From an optimization exercise on the open Yosys and OpenROAD flow, aimed at small area and a short achievable clock period; shortcuts taken in it are not production practice.
In this exercise RTL edits were held to simulation tests only and were not proved equivalent to the original.
Power figures rest on the tool's default switching activity, not on a simulated workload.

== build 44 ==
// t5_rv32i
module t5_rv32i ( 
   mpc, iwb_wre, iwb_stb, iwb_sel, iwb_adr, dwb_wre, dwb_stb, dwb_sel,
   dwb_dto, dwb_adr,
   sys_rst, sys_ena, sys_clk, sexe, iwb_dat, dwb_dti, dwb_ack
   );
   parameter XLEN = 32;   
   output [31:2]	dwb_adr;		 
   output [31:0]	dwb_dto;		 
   output [3:0]		dwb_sel;		 
   output		dwb_stb;		 
   output		dwb_wre;		 
   output [31:2]	iwb_adr;		 
   output [3:0]		iwb_sel;		 
   output		iwb_stb;		 
   output		iwb_wre;		 
   output [31:2]	mpc;			 
   input		dwb_ack;		 
   input [31:0]		dwb_dti;		 
   input [31:0]		iwb_dat;		 
   input		sexe;			 
   input		sys_clk;		 
   input		sys_ena;		 
   input		sys_rst;		 
   wire			dbra;			 
   wire [31:0]		dcp1;			 
   wire [31:0]		dcp2;			 
   wire			dcsr;			 
   wire			dexc;			 
   wire [14:12]		dfn3;			 
   wire [31:25]		dfn7;			 
   wire [1:0]		dhart;			 
   wire			djmp;			 
   wire [31:0]		dop1;			 
   wire [31:0]		dop2;			 
   wire [6:2]		dopc;			 
   wire			dsub;			 
   wire [1:0]		fhart;			 
   wire [3:0]		fsel;			 
   wire [15:0]		rsel;			 
   wire [1:0]		ph;			 
   wire [31:0]		fpc;			 
   wire [31:0]		mald;			 
   wire [31:0]		mepc;			 
   wire [1:0]		mhart;			 
   wire [31:0]		mtvec;			 
   wire			mwre;			 
   wire [4:0]		rd0a;			 
   wire [31:0]		rd0d;			 
   wire [4:0]		rs1a;			 
   wire [XLEN-1:0]	rs1d;			 
   wire [4:0]		rs2a;			 
   wire [XLEN-1:0]	rs2d;			 
   wire			sclk;			 
   wire			sena;			 
   wire			istb;			 
   wire			srst;			 
   wire [31:2]		xbpc;			 
   wire [1:0]		xbra;			 
   wire [31:0]		xdat;			 
   wire [31:2]		xepc;			 
   wire [14:12]		xfn3;			 
   wire [6:2]		xopc;			 
   wire [31:2]		xpc;			 
   wire [3:0]		xsel;			 
   wire [1:0]		xstb;			 
   wire			xwre;			 
   t5_sysc #( 
	     .XLEN			(XLEN))
   csys ( 
	 .sclk				(sclk),
	 .srst				(srst),
	 .sena				(sena),
	 .istb				(istb),
	 .sys_clk			(sys_clk),
	 .sys_rst			(sys_rst),
	 .sys_ena			(sys_ena),
	 .xstb				(xstb[1:0]),
	 .dwb_ack			(dwb_ack));
   t5_regs #( 
	     .XLEN			(XLEN))
   regs ( 
	 .rs1d				(rs1d[XLEN-1:0]),
	 .rs2d				(rs2d[XLEN-1:0]),
	 .fsel				(fsel[3:0]),
	 .rsel				(rsel[15:0]),
	 .ph				(ph[1:0]),
	 .srst				(srst),
  ...
==> flow/config.mk <==
export PLATFORM = sky130hd
export DESIGN_NAME = t5_rv32i
export DESIGN_NICKNAME = t5_rv32i
export VERILOG_FILES = /design/flow/design.v
export SDC_FILE = /design/flow/constraint.sdc
export NUM_CORES = 4
export LEC_CHECK = 0
export CAP_MARGIN = 20
export CELL_PAD_IN_SITES_DETAIL_PLACEMENT = 1
export CORE_MARGIN = 2
export CORE_UTILIZATION = 30
export CTS_BUF_LIST = sky130_fd_sc_hd__clkbuf_8
export CTS_CLUSTER_DIAMETER = 100
export CTS_CLUSTER_SIZE = 12
export GPL_ROUTABILITY_DRIVEN = 1
export PLACE_DENSITY = 0.46
export SLEW_MARGIN = 40
==> flow/constraint.sdc <==
create_clock -name core_clock -period 10.0 [get_ports {sys_clk}]
set_input_delay 2.0000 -clock core_clock [delete_from_list [all_inputs] [get_ports {sys_clk}]]
set_output_delay 2.0000 -clock core_clock [all_outputs]
set_load 0.01 [all_outputs]
standard.sh (not shown) runs the stock make flow with config.mk's settings and CLKGATE_MAP_FILE= SYNTH_SCRIPT=/design/flow/synth_recipe.tcl, a recipe that flattens the netlist after the stock synthesis.
==> flow/flow/run.sh <==
#!/bin/bash
# The standard layout (standard.sh: the standard flow's synthesis, floorplan, placement,
# CTS and routing), with two changes:
#  - the port buffers that global placement inserts are buf_4 cells, which
#    repair can resize, instead of the delay cell buffer_ports picks itself;
#  - timing repair aims for a setup slack of SETUP_MARGIN ns at the 10 ns clock.
set -euo pipefail
SETUP_MARGIN=5.5
export BUFFER_PORTS_ARGS="-buffer_cell sky130_fd_sc_hd__buf_4"
bash standard.sh SETUP_SLACK_MARGIN=$SETUP_MARGIN finish > standard.log 2>&1
The flow did not stop early for build 44: all stages ran, and the layout cleared the timing, DRC and antenna checks.
Setup changes, build 44 to build 27
--- a/flow/config.mk
+++ b/flow/config.mk
@@ -15,3 +15,3 @@
 export GPL_ROUTABILITY_DRIVEN = 1
-export PLACE_DENSITY = 0.46
+export PLACE_DENSITY = 0.38
 export SLEW_MARGIN = 40
### Flow results
- Build 27 | stages: all done | timing, DRC, antenna: all pass
- Worst hold margin | build 27 above build 44
- Maximum number of pins on one net before global-route repair: build 27 lower than build 44
- Comparing build 44 against build 27, there is no change at all in area share of fa/ha/maj cells after synthesis.
- Diff build 44 -> build 27: register-to-register slack went up by 0.03 ns, share of the final layout cell area in multi-input gates held, final core utilization ~0 delta, final-layout non-clock buffer area share picked up an extra 0.18 points, routed wire length +8.2%.
- Diff build 44 -> build 27: total power after layout climbed 0.000095 W, worst setup slack dropped 0.20 ns.
- Build 27 and build 44 ended up with nearly the same clock distribution area overhead in the final layout.
Input changes introduced in build 17 (baseline for comparison: build 27):
--- a/flow/config.mk
+++ b/flow/config.mk
@@ -12,6 +12,4 @@
 export CTS_BUF_LIST = sky130_fd_sc_hd__clkbuf_8
-export CTS_CLUSTER_DIAMETER = 100
-export CTS_CLUSTER_SIZE = 12
 export GPL_ROUTABILITY_DRIVEN = 1
 export PLACE_DENSITY = 0.38
-export SLEW_MARGIN = 40
+export SLEW_MARGIN = 20
==> comparison <==
- Relative contribution of the clock network to total power, build 17 and build 27: lower on build 27
- Number of cells after detailed placement on build 17 is down relative to build 27.
- Between build 27 and build 17, the flow reports total routed wirelength increasing slightly.
- | fraction of power spent switching nets | build 17 vs build 27 | 0.26 points higher |
- The via count of build 17 is higher than that of build 27.
- Compared with build 27, in build 17 count of clock-buffer cells in the layout climbed about 120%, non-clock buffer count down about 10%.
- Comparing build 17 and build 27, the higher first-pass GRT wire length was measured on build 17.
- Between build 17 and build 27, the worst clock skew is lower for build 17.
Setup changes, build 17 to build 38
--- a/flow/config.mk
+++ b/flow/config.mk
@@ -12,2 +12,4 @@
 export CTS_BUF_LIST = sky130_fd_sc_hd__clkbuf_8
+export CTS_CLUSTER_DIAMETER = 100
+export CTS_CLUSTER_SIZE = 12
 export GPL_ROUTABILITY_DRIVEN = 1
### Flow results
- Between build 17 and build 38, the flow reports cell area decreasing by a few percent.
- Compared with build 17, build 38 degrades setup slack.
- Route | build 38 vs build 17 | wire shorter in build 38
- Switching power: higher on build 17
- Build 38 completed every stage of the flow, and the final layout passed the timing, DRC and antenna checks.
- Re power density of the placed cells: build 38 and build 17 aren't equal, and the lower value belongs to build 38.

* * *

Setup of red:
Starting RTL as in the previous note.
clock: 10.0 ns
lec_check: 0
cap_margin: 20
cell_pad_in_sites_detail_placement: 1
core_margin: 2
core_utilization: 30
cts_buf_list: sky130_fd_sc_hd__clkbuf_8
cts_cluster_diameter: 100
cts_cluster_size: 12
gpl_routability_driven: 1
place_density: 0.46
slew_margin: 20
Scripts as last shown in full above: flow/flow/run.sh
Edits applied to the flow inputs when going from red to blue:
- changing PLACE_DENSITY from 0.46 to 0.55
[summary]
- blue has largest net degree at the start of global routing below what red had.
- Critical path depth delta for blue relative to red: 1 higher
- On internal cell power, red and blue are neck and neck.
- For the final total power, blue came in 0.47% lower than red did.
- Slew at the pin closest to its max-slew limit, red and blue, lower one = red.
- Between red and blue, the fmax does not differ in any meaningful way.
- Final critical-path share of the clock period of blue is on par with red.
- Per the comparison of blue with red, overall routed net length shrank by about 6%; smallest setup slack after layout saw a decrease; average wire per cell in the routed design dropped about 5.4%; post-CTS setup repair buffer count went down.

-- static timing again, ports no longer ideal --
How much do the figures lean on ideal ports? The routed layouts below were timed once more, with nothing changed but the port constraints.
Step 1, drivers: a clkbuf_16 drives sys_clk and a buf_2 each remaining input, both assumed.
Step 2 moves the port delays by t, midway between the first and last clock arrival at a register: inputs arrive t later, outputs are due t later. That takes back most of the time a late clock gives input paths.
Three values: ideal ports, drivers, drivers and shift; two values: the first two.
| run | t (ns) | setup slack, ns | worst hold slack (ns) | worst register clock-pin slew, ns | pins driven straight from the clock port |
|---|---|---|---|---|---|
| build 44 | 1.361 | 5.201 / 5.147 / 3.786 | 0.291 / 0.291 / 0.291 | 0.11 / 0.11 | 1 |
| build 27 | 1.397 | 4.997 / 5.096 / 3.699 | 0.302 / 0.302 / 0.302 | 0.11 / 0.11 | 1 |
| build 17 | 1.471 | 5.189 / 5.095 / 3.624 | 0.270 / 0.270 / 0.270 | 0.07 / 0.07 | 1 |
| build 38 | 1.388 | 5.131 / 5.177 / 3.789 | 0.279 / 0.279 / 0.279 | 0.11 / 0.11 | 1 |
| red | 1.361 | 5.186 / 5.133 / 3.773 | 0.282 / 0.282 / 0.282 | 0.11 / 0.11 | 1 |
| blue | 1.348 | 5.176 / 5.107 / 3.759 | 0.228 / 0.228 / 0.228 | 0.10 / 0.10 | 1 |
After both steps setup and hold are still met in every run listed. For build 17, which loses most, drivers alone change the setup slack by -0.094 ns; drivers and shift together by -1.565 ns.
